Source: an optimization exercise on an open RTL-to-GDS flow (aim: small area and a short achievable clock period). Production flows keep margins and buffers that such runs may drop. Where RTL was checked, it was by simulation tests only, not by an equivalence proof against the original. Power figures rest on the tool's default switching activity, not on a simulated workload.

## maple
==> flow/design.v (excerpt) <==
module alu (
    input               i_clk,
    input               i_rst_n,
    input               i_valid,
    input signed [11:0] i_data_a,
    input signed [11:0] i_data_b,
    input        [2:0]  i_inst,
    output              o_valid,
    output       [11:0] o_data,
    output              o_overflow
);
export LEC_CHECK = 0
export CAP_MARGIN = 0
export CORE_MARGIN = 2
export CORE_UTILIZATION = 40
export CTS_BUF_LIST = sky130_fd_sc_hd__clkbuf_4 sky130_fd_sc_hd__clkbuf_8
export SETUP_SLACK_MARGIN = 5.0
export SLEW_MARGIN = 0
export TNS_END_PERCENT = 5
create_clock -name core_clock -period 10.0 [get_ports {i_clk}]
standard.sh (not shown) runs the stock make flow with config.mk's settings and CLKGATE_MAP_FILE= SYNTH_SCRIPT=/design/flow/synth_recipe.tcl, a recipe that flattens the netlist after the stock synthesis.
==> flow/flow/run.sh <==
#!/bin/bash
# The standard layout, with these changes: the port buffers are buf_2 cells;
# after synthesis flow/fapol.py flips full-adder cells (a full adder is
# self-dual) where that removes inverters between them, and flow/faxor.py
# then builds each full adder from two xor2 gates and a maj3 gate (and each
# half adder from an xor2 and an and2 gate), whose sum
# path is faster than the fa cell's. Registers are untouched.
set -euo pipefail
export BUFFER_PORTS_ARGS="-buffer_cell sky130_fd_sc_hd__buf_2"
R=orfs/results/sky130hd/alu/base
bash standard.sh synth > synth.log 2>&1
python3 flow/fapol.py $R/1_2_yosys.v > fapol.log 2>&1
python3 flow/faxor.py $R/1_2_yosys.v --ha > faxor.log 2>&1
rm -f $R/1_synth.odb $R/1_synth.sdc
bash standard.sh > standard.log 2>&1
==> flow/flow/faxor.py <==
#!/usr/bin/env python3
"""Replace full-adder cells by two XOR gates and a majority gate (and, with
--ha, half-adder cells by an XOR and an AND gate).

The sum output of sky130's fa cell is slow; two xor2 gates give the sum
faster, and a maj3 gate gives the carry.  The function is unchanged and no
register is touched.  usage: faxor.py netlist.v"""
import re, sys

args = [a for a in sys.argv[1:] if not a.startswith('--')]
path = args[0]
do_ha = '--ha' in sys.argv
text = open(path).read()
cell_re = re.compile(r'^(\s*)(sky130_fd_sc_hd__fa_\d+)\s+(\S+)\s*\((.*?)\);\n', re.S | re.M)
pin_re = re.compile(r'\.(\w+)\(([^()]*)\)')
wires = []
n = [0]

def net(x):
    return x + (' ' if x.startswith('\\') else '')

def repl(m):
    ind, typ, name, body = m.groups()
    pins = {p: v.strip() for p, v in pin_re.findall(body)}
    n[0] += 1
    t = f'_faxor{n[0]}_'
    wires.append(t)
    out = ''
    if pins.get('SUM'):
        out += f'{ind}sky130_fd_sc_hd__xor2_1 _faxa{n[0]}_ (.A({net(pins["A"])}), .B({net(pins["B"])}), .X({t}));\n'
        out += f'{ind}sky130_fd_sc_hd__xor2_1 _faxb{n[0]}_ (.A({t}), .B({net(pins["CIN"])}), .X({net(pins["SUM"])}));\n'
    if pins.get('COUT'):
        out += f'{ind}sky130_fd_sc_hd__maj3_1 _faxc{n[0]}_ (.A({net(pins["A"])}), .B({net(pins["B"])}), .C({net(pins["CIN"])}), .X({net(pins["COUT"])}));\n'
    return out

text2 = cell_re.sub(repl, text)
nh = [0]
def repl_ha(m):
    ind, typ, name, body = m.groups()
    pins = {p: v.strip() for p, v in pin_re.findall(body)}
    nh[0] += 1
    out = ''
    if pins.get('SUM'):
        out += f'{ind}sky130_fd_sc_hd__xor2_1 _haxa{nh[0]}_ (.A({net(pins["A"])}), .B({net(pins["B"])}), .X({net(pins["SUM"])}));\n'
    if pins.get('COUT'):
        out += f'{ind}sky130_fd_sc_hd__and2_1 _haxc{nh[0]}_ (.A({net(pins["A"])}), .B({net(pins["B"])}), .X({net(pins["COUT"])}));\n'
    return out
if do_ha:
    ha_re = re.compile(r'^(\s*)(sky130_fd_sc_hd__ha_\d+)\s+(\S+)\s*\((.*?)\);\n', re.S | re.M)
    text2 = ha_re.sub(repl_ha, text2)
# declare the new wires after the module header's port list
i = text2.index(');', text2.index('module ')) + 2
text2 = text2[:i] + '\n' + ''.join(f'  wire {w};\n' for w in wires) + text2[i:]
open(path, 'w').write(text2)
sys.stderr.write(f'faxor: {n[0]} full adders replaced' + (f', {nh[0]} half adders' if do_ha else '') + '\n')
Other scripts of this flow, unchanged in this note and not shown: flow/flow/fapol.py
#### Input delta (violet over maple)
- CORE_UTILIZATION changed from 40 to 55
diff --git a/flow/flow/run.sh b/flow/flow/run.sh
--- a/flow/flow/run.sh
+++ b/flow/flow/run.sh
@@ -4,4 +4,3 @@
 # self-dual) where that removes inverters between them, and flow/faxor.py
-# then builds each full adder from two xor2 gates and a maj3 gate (and each
-# half adder from an xor2 and an and2 gate), whose sum
+# then builds each full adder from two xor2 gates and a maj3 gate, whose sum
 # path is faster than the fa cell's. Registers are untouched.
@@ -12,3 +11,3 @@
 python3 flow/fapol.py $R/1_2_yosys.v > fapol.log 2>&1
-python3 flow/faxor.py $R/1_2_yosys.v --ha > faxor.log 2>&1
+python3 flow/faxor.py $R/1_2_yosys.v > faxor.log 2>&1
 rm -f $R/1_synth.odb $R/1_synth.sdc
diff --git a/flow/flow/faxor.py b/flow/flow/faxor.py
--- a/flow/flow/faxor.py
+++ b/flow/flow/faxor.py
@@ -1,4 +1,3 @@
 #!/usr/bin/env python3
-"""Replace full-adder cells by two XOR gates and a majority gate (and, with
---ha, half-adder cells by an XOR and an AND gate).
+"""Replace full-adder cells by two XOR gates and a majority gate.
 
@@ -9,5 +8,3 @@
 
-args = [a for a in sys.argv[1:] if not a.startswith('--')]
-path = args[0]
-do_ha = '--ha' in sys.argv
+path = sys.argv[1]
 text = open(path).read()
@@ -36,16 +33,2 @@
 text2 = cell_re.sub(repl, text)
-nh = [0]
-def repl_ha(m):
-    ind, typ, name, body = m.groups()
-    pins = {p: v.strip() for p, v in pin_re.findall(body)}
-    nh[0] += 1
-    out = ''
-    if pins.get('SUM'):
-        out += f'{ind}sky130_fd_sc_hd__xor2_1 _haxa{nh[0]}_ (.A({net(pins["A"])}), .B({net(pins["B"])}), .X({net(pins["SUM"])}));\n'
-    if pins.get('COUT'):
-        out += f'{ind}sky130_fd_sc_hd__and2_1 _haxc{nh[0]}_ (.A({net(pins["A"])}), .B({net(pins["B"])}), .X({net(pins["COUT"])}));\n'
-    return out
-if do_ha:
-    ha_re = re.compile(r'^(\s*)(sky130_fd_sc_hd__ha_\d+)\s+(\S+)\s*\((.*?)\);\n', re.S | re.M)
-    text2 = ha_re.sub(repl_ha, text2)
 # declare the new wires after the module header's port list
@@ -54,2 +37,2 @@
 open(path, 'w').write(text2)
-sys.stderr.write(f'faxor: {n[0]} full adders replaced' + (f', {nh[0]} half adders' if do_ha else '') + '\n')
+sys.stderr.write(f'faxor: {n[0]} full adders replaced\n')
Findings:
violet: full flow OK, the timing, design-rule and antenna checks passed. Between maple and violet, the routed wire length is higher for violet. Compared with maple, in violet fraction of the core area covered by cells at the end of the flow went up 17 points; worst setup slack decreased by 0.10 ns relative to the old numbers; post-cts resize count grew by 13. Re number of CTS-inserted buffers: no difference whatsoever between maple and violet. [compare] base=maple new=violet: area after synthesis lower; highest cell delay on the worst timing path roughly the same; cell depth of the worst setup path higher; fmax lower. Final HPWL from detailed placement in violet is 630 microns above maple.
[inputs] garnet vs violet
- SETUP_SLACK_MARGIN: 5.0 -> unset
- CORE_UTILIZATION: 55 -> 40
diff --git a/flow/flow/run.sh b/flow/flow/run.sh
--- a/flow/flow/run.sh
+++ b/flow/flow/run.sh
@@ -7,2 +7,3 @@
 set -euo pipefail
+export SETUP_SLACK_MARGIN=5.3
 export BUFFER_PORTS_ARGS="-buffer_cell sky130_fd_sc_hd__buf_2"
### Flow results
- Re number of placement rows: garnet and violet aren't equal, and the higher value belongs to garnet.
- Changes observed in garnet relative to violet: internal portion of total power higher, shortest period the worst path allows lower, worst hold path cell count roughly the same, clock buffer count in the final layout lower.
- Cell depth of the worst flop-to-flop path ends up higher on violet.
- The standard cells in garnet occupy more silicon area than those in violet do.
Edits applied to the flow inputs when going from garnet to pepper:
- putting SETUP_SLACK_MARGIN at 5.0 where nothing was set
==> flow/flow/run.sh <==
#!/bin/bash
# The standard layout, with two changes: the port buffers are buf_2 cells, and
# after synthesis flow/fapol.py flips full-adder cells (a full adder is
# self-dual) where that removes inverters between them. Registers are untouched.
set -euo pipefail
export BUFFER_PORTS_ARGS="-buffer_cell sky130_fd_sc_hd__buf_2"
R=orfs/results/sky130hd/alu/base
bash standard.sh synth > synth.log 2>&1
python3 flow/fapol.py $R/1_2_yosys.v > fapol.log 2>&1
rm -f $R/1_synth.odb $R/1_synth.sdc
bash standard.sh > standard.log 2>&1
removed: flow/flow/faxor.py
Notes after the runs:
Overall routed net length was higher in the run labelled garnet. Final cell count shrinks by a little under 10% when moving from garnet to pepper. Compare pepper and garnet | power share of the clock group lower: garnet. The lower final-layout worst hold slack of pepper and garnet is in garnet. On global-route total usage across every layer, pepper and garnet are neck and neck. Per-cell via count in the routed design in pepper vs garnet: up 0.13. Per the final summary, pepper finished and its layout is clean on timing, DRC and antenna. Core util | pepper vs garnet | pepper higher. garnet -> pepper: synthesized cell count decreased by more than 10%. Changes observed in pepper relative to garnet: clock skew saw little to no change; setup slack fell by 0.37 ns.

========
Another version of the RTL of alu (not shown whole).
Size: roughly 770 cells after synthesis, about 6700 um2 of cells after synthesis.
clock: 10.0 ns
lec_check: 0
cap_margin: 20
core_margin: 2
core_utilization: 40
cts_buf_list: sky130_fd_sc_hd__clkbuf_4 sky130_fd_sc_hd__clkbuf_8
setup_slack_margin: 4.3
slew_margin: 20
==> flow/flow/run.sh <==
#!/bin/bash
# The standard layout, with two changes: the port buffers are buf_2 cells, and
# after synthesis flow/fapol.py flips full-adder cells (a full adder is
# self-dual) where that removes inverters between them. Registers are untouched.
set -euo pipefail
export BUFFER_PORTS_ARGS="-buffer_cell sky130_fd_sc_hd__buf_2"
R=orfs/results/sky130hd/alu/base
bash standard.sh synth > synth.log 2>&1
python3 flow/fapol.py $R/1_2_yosys.v > fapol.log 2>&1
rm -f $R/1_synth.odb $R/1_synth.sdc
bash standard.sh > standard.log 2>&1
Other scripts of this flow, unchanged in this note and not shown: flow/flow/fapol.py
The starting point completed with no timing, DRC or antenna violations.
Then changed:
- CTS_BUF_LIST: sky130_fd_sc_hd__clkbuf_4 sky130_fd_sc_hd__clkbuf_8 -> not set
Die area stays the same.
Final area grows by 0.69%.
Count of clock-buffer cells in the layout grows by 1.
Area after synthesis is unchanged.
Via count grows by 0.32%.
Wire length grows by 0.39%.
Final cell count stays the same.
Utilization grows by 0.31 points.
Total power grows by 3.8%.
Then changed:
- SETUP_SLACK_MARGIN: 4.3 -> 4.6
Area after synthesis does not change.
Global-route usage grows by 0.84 points.
Synthesized cell count does not change.
Hold slack degrades by 4.8 ps.
Die area is unchanged.
Power grows by 0.89%.
Function was not checked in any run of this note: the RTL went through the layout flow alone.

========
Another version of the RTL of alu (not shown whole).
Size: ~930 cells after synthesis, roughly 41 flip-flops.
Settings: LEC_CHECK=0, CAP_MARGIN=20, CORE_MARGIN=2, CORE_UTILIZATION=40, SETUP_SLACK_MARGIN=4.5, SLEW_MARGIN=20; clock period 10.0 ns.
==> flow/flow/run.sh <==
#!/bin/bash
# The standard layout, with the port buffers made of buf_2 cells.
set -euo pipefail
export BUFFER_PORTS_ARGS="-buffer_cell sky130_fd_sc_hd__buf_2"
bash standard.sh > standard.log 2>&1
The baseline passed the timing, design-rule and antenna checks.
Rerun with:
==> flow/run.sh (new file) <==
#!/bin/bash
# synth_recipe.tcl (not shown) runs the flow's synth.tcl, then flattens the netlist and writes it again
# the make line also repeats each setting of config.mk as NAME=value (left out here)
make -C /OpenROAD-flow-scripts/flow DESIGN_CONFIG=/design/flow/config.mk WORK_HOME=/design/flow/orfs CLKGATE_MAP_FILE= SYNTH_SCRIPT=/design/flow/synth_recipe.tcl finish
- SETUP_SLACK_MARGIN: 4.5 -> not set
removed: flow/flow/run.sh
removed: flow/standard.sh
Result: The changed run completed with no timing, DRC or antenna violations. Register-to-register slack degrades by 250 ps. Core utilization went down by 4.8 points. Sequential cell count stays the same. Final area came out lower by roughly a tenth. Synthesized area stays the same. Non-clock buffer count drops by 47.
Rerun with:
==> flow/flow/run.sh (new file) <==
#!/bin/bash
# The standard layout, with the port buffers made of buf_4 cells.
set -euo pipefail
export BUFFER_PORTS_ARGS="-buffer_cell sky130_fd_sc_hd__buf_4"
bash standard.sh > standard.log 2>&1
==> flow/standard.sh (new file) <==
#!/bin/bash
# synth_recipe.tcl (not shown) runs the flow's synth.tcl, then flattens the netlist and writes it again
# the make line also repeats each setting of config.mk as NAME=value (left out here)
make -C /OpenROAD-flow-scripts/flow DESIGN_CONFIG=/design/flow/config.mk WORK_HOME=/design/flow/orfs CLKGATE_MAP_FILE= SYNTH_SCRIPT=/design/flow/synth_recipe.tcl "${@:-finish}"
- SETUP_SLACK_MARGIN: not set -> 4
removed: flow/run.sh
Clock power barely changes.
Utilization goes up by 1.1 points.
Via count goes up by 0.88%.
Non-clock buffer count goes up by 14.
Sequential cell count does not change.
Worst hold slack stays flat.
Design area goes up by 2.5%.
Area after synthesis does not change.
No run of this note included a check of the RTL's function; only the layout flow was run.

========
== north ==
RTL: one of the versions met above, not the one the previous note started from.
Size in the first run: ~44 I/O pins.
==> flow/config.mk <==
export PLATFORM = sky130hd
export DESIGN_NAME = alu
export DESIGN_NICKNAME = alu
export VERILOG_FILES = /design/flow/design.v
export SDC_FILE = /design/flow/constraint.sdc
export NUM_CORES = 4
export LEC_CHECK = 0
export CAP_MARGIN = 0
export CORE_MARGIN = 2
export CORE_UTILIZATION = 40
export CTS_BUF_LIST = sky130_fd_sc_hd__clkbuf_4 sky130_fd_sc_hd__clkbuf_8
export SETUP_SLACK_MARGIN = 4.6
export SLEW_MARGIN = 0
export TNS_END_PERCENT = 30
==> flow/constraint.sdc <==
create_clock -name core_clock -period 10.0 [get_ports {i_clk}]
set_input_delay 2.0000 -clock core_clock [delete_from_list [all_inputs] [get_ports {i_clk}]]
set_output_delay 2.0000 -clock core_clock [all_outputs]
set_load 0.01 [all_outputs]
==> flow/flow/run.sh <==
#!/bin/bash
# The standard layout, with two changes: the port buffers are buf_2 cells, and
# after synthesis flow/fapol.py flips full-adder cells (a full adder is
# self-dual) where that removes inverters between them. Registers are untouched.
set -euo pipefail
export BUFFER_PORTS_ARGS="-buffer_cell sky130_fd_sc_hd__buf_2"
R=orfs/results/sky130hd/alu/base
bash standard.sh synth > synth.log 2>&1
python3 flow/fapol.py $R/1_2_yosys.v > fapol.log 2>&1
rm -f $R/1_synth.odb $R/1_synth.sdc
bash standard.sh > standard.log 2>&1
Other scripts of this flow, unchanged in this note and not shown: flow/flow/fapol.py
What south does differently from north at the input level:
- CORE_UTILIZATION now 55, was 40
- TNS_END_PERCENT no longer set, was 30
==> comparison <==
south finished every stage and its layout cleared the timing, design-rule and antenna checks. Going from north to south, clock-cell share of area higher, total power of the final layout picked up an extra 1.1%, net switching share of the total power saw little to no change. As of south, core region area had fallen by more than a quarter compared to north. Going from north to south, final-layout clock buffer total +2, clock network fraction of design power +1.5 points, die area -about 27%, number of vias after detailed routing +2.3%, multi-input logic portion of the cell area +2.1 points. Of the two values seen for timing startpoint of the critical path, i_data_b[1] was produced by south and i_inst[2] by north.
Setup changes, south to east
- CORE_UTILIZATION: 55 -> 40
diff --git a/flow/flow/run.sh b/flow/flow/run.sh
--- a/flow/flow/run.sh
+++ b/flow/flow/run.sh
@@ -2 +2 @@
-# The standard layout, with two changes: the port buffers are buf_2 cells, and
+# The standard layout, with two changes: the port buffers are buf_1 cells, and
@@ -6 +6 @@
-export BUFFER_PORTS_ARGS="-buffer_cell sky130_fd_sc_hd__buf_2"
+export BUFFER_PORTS_ARGS="-buffer_cell sky130_fd_sc_hd__buf_1"
Notes after the runs:
- east vs south — routed wire length on met3 climbed slightly
- Going from south to east, the net count of the finished layout was found to have gone up by 14.
- In east the first-pass GRT wire length turned out 1.7% higher than in south.
- south and east ended up with roughly the same total power consumption of the routed design.
- What east reported for floorplan row count has to be multiplied by 0.848 to get the figure for south.
- east went all the way through the flow, and no timing, DRC or antenna check failed.
> inputs changed (east -> west)
diff --git a/flow/flow/run.sh b/flow/flow/run.sh
--- a/flow/flow/run.sh
+++ b/flow/flow/run.sh
@@ -2 +2 @@
-# The standard layout, with two changes: the port buffers are buf_1 cells, and
+# The standard layout, with two changes: the port buffers are buf_2 cells, and
@@ -6 +6 @@
-export BUFFER_PORTS_ARGS="-buffer_cell sky130_fd_sc_hd__buf_1"
+export BUFFER_PORTS_ARGS="-buffer_cell sky130_fd_sc_hd__buf_2"
In the flow results for east and west, the wire length is larger on east. [west] global-route usage fell 0.50 points relative to east. Summary of west over east: combinational share of power up 0.9 points, ratio of final minimum period to clock period rose 0.50 points, slack of the critical path -0.050 ns, number of iterations in the first detailed-routing pass now sits higher.

==> afterwards: timing with drivers on the ports <==
In the flow no input, the clock included, has a driving cell. The finished layouts below were timed again as built, in two steps. Step 1, drivers: a clkbuf_16 drives i_clk and a buf_2 each remaining input, both assumed. Step 2 also shifts input and output timing later by t, the mid clock arrival at the registers, as if the neighbouring blocks saw the same clock. Three values: no drivers, after step 1, after step 2; two values: the first two.
| run | t (ns) | setup WS [ns] | worst hold slack (ns) | clock arrival spread, ns | cell pins on the clock port's net |
|---|---|---|---|---|---|
| maple | 0.315 | 5.107 / 5.074 / 4.759 | 0.572 / 0.572 / 0.572 | 0.011 / 0.011 | 1 |
| violet | 0.330 | 5.007 / 5.017 / 4.687 | 0.582 / 0.582 / 0.582 | 0.014 / 0.014 | 1 |
| garnet | 0.310 | 5.162 / 5.137 / 4.827 | 0.561 / 0.561 / 0.561 | 0.004 / 0.004 | 1 |
| pepper | 0.315 | 4.793 / 4.741 / 4.426 | 0.587 / 0.587 / 0.587 | 0.005 / 0.005 | 1 |
| the first run of note 2 | 0.337 | 4.442 / 4.455 / 4.118 | 0.550 / 0.550 / 0.550 | 0.020 / 0.019 | 1 |
| the second run of note 2 | 0.324 | 4.447 / 4.458 / 4.134 | 0.545 / 0.545 / 0.545 | 0.011 / 0.011 | 1 |
| the third run of note 2 | 0.330 | 4.669 / 4.619 / 4.289 | 0.540 / 0.540 / 0.540 | 0.012 / 0.012 | 1 |
| the first run of note 3 | 0.317 | 4.410 / 4.381 / 4.064 | 0.518 / 0.518 / 0.518 | 0.006 / 0.006 | 1 |
| the second run of note 3 | 0.314 | 2.023 / 2.035 / 1.722 | 0.534 / 0.534 / 0.534 | 0.006 / 0.005 | 1 |
| the third run of note 3 | 0.317 | 4.128 / 4.126 / 3.809 | 0.536 / 0.536 / 0.536 | 0.007 / 0.006 | 1 |
| north | 0.312 | 4.642 / 4.544 / 4.231 | 0.574 / 0.574 / 0.574 | 0.004 / 0.005 | 1 |
| south | 0.315 | 4.555 / 4.547 / 4.232 | 0.565 / 0.565 / 0.565 | 0.007 / 0.008 | 1 |
| east | 0.322 | 4.678 / 4.689 / 4.368 | 0.554 / 0.554 / 0.554 | 0.015 / 0.015 | 1 |
| west | 0.312 | 4.628 / 4.530 / 4.218 | 0.574 / 0.574 / 0.574 | 0.004 / 0.005 | 1 |
After both steps setup and hold are still met in every run listed. For north, which loses most, drivers alone change the setup slack by -0.098 ns; drivers and shift together by -0.411 ns.
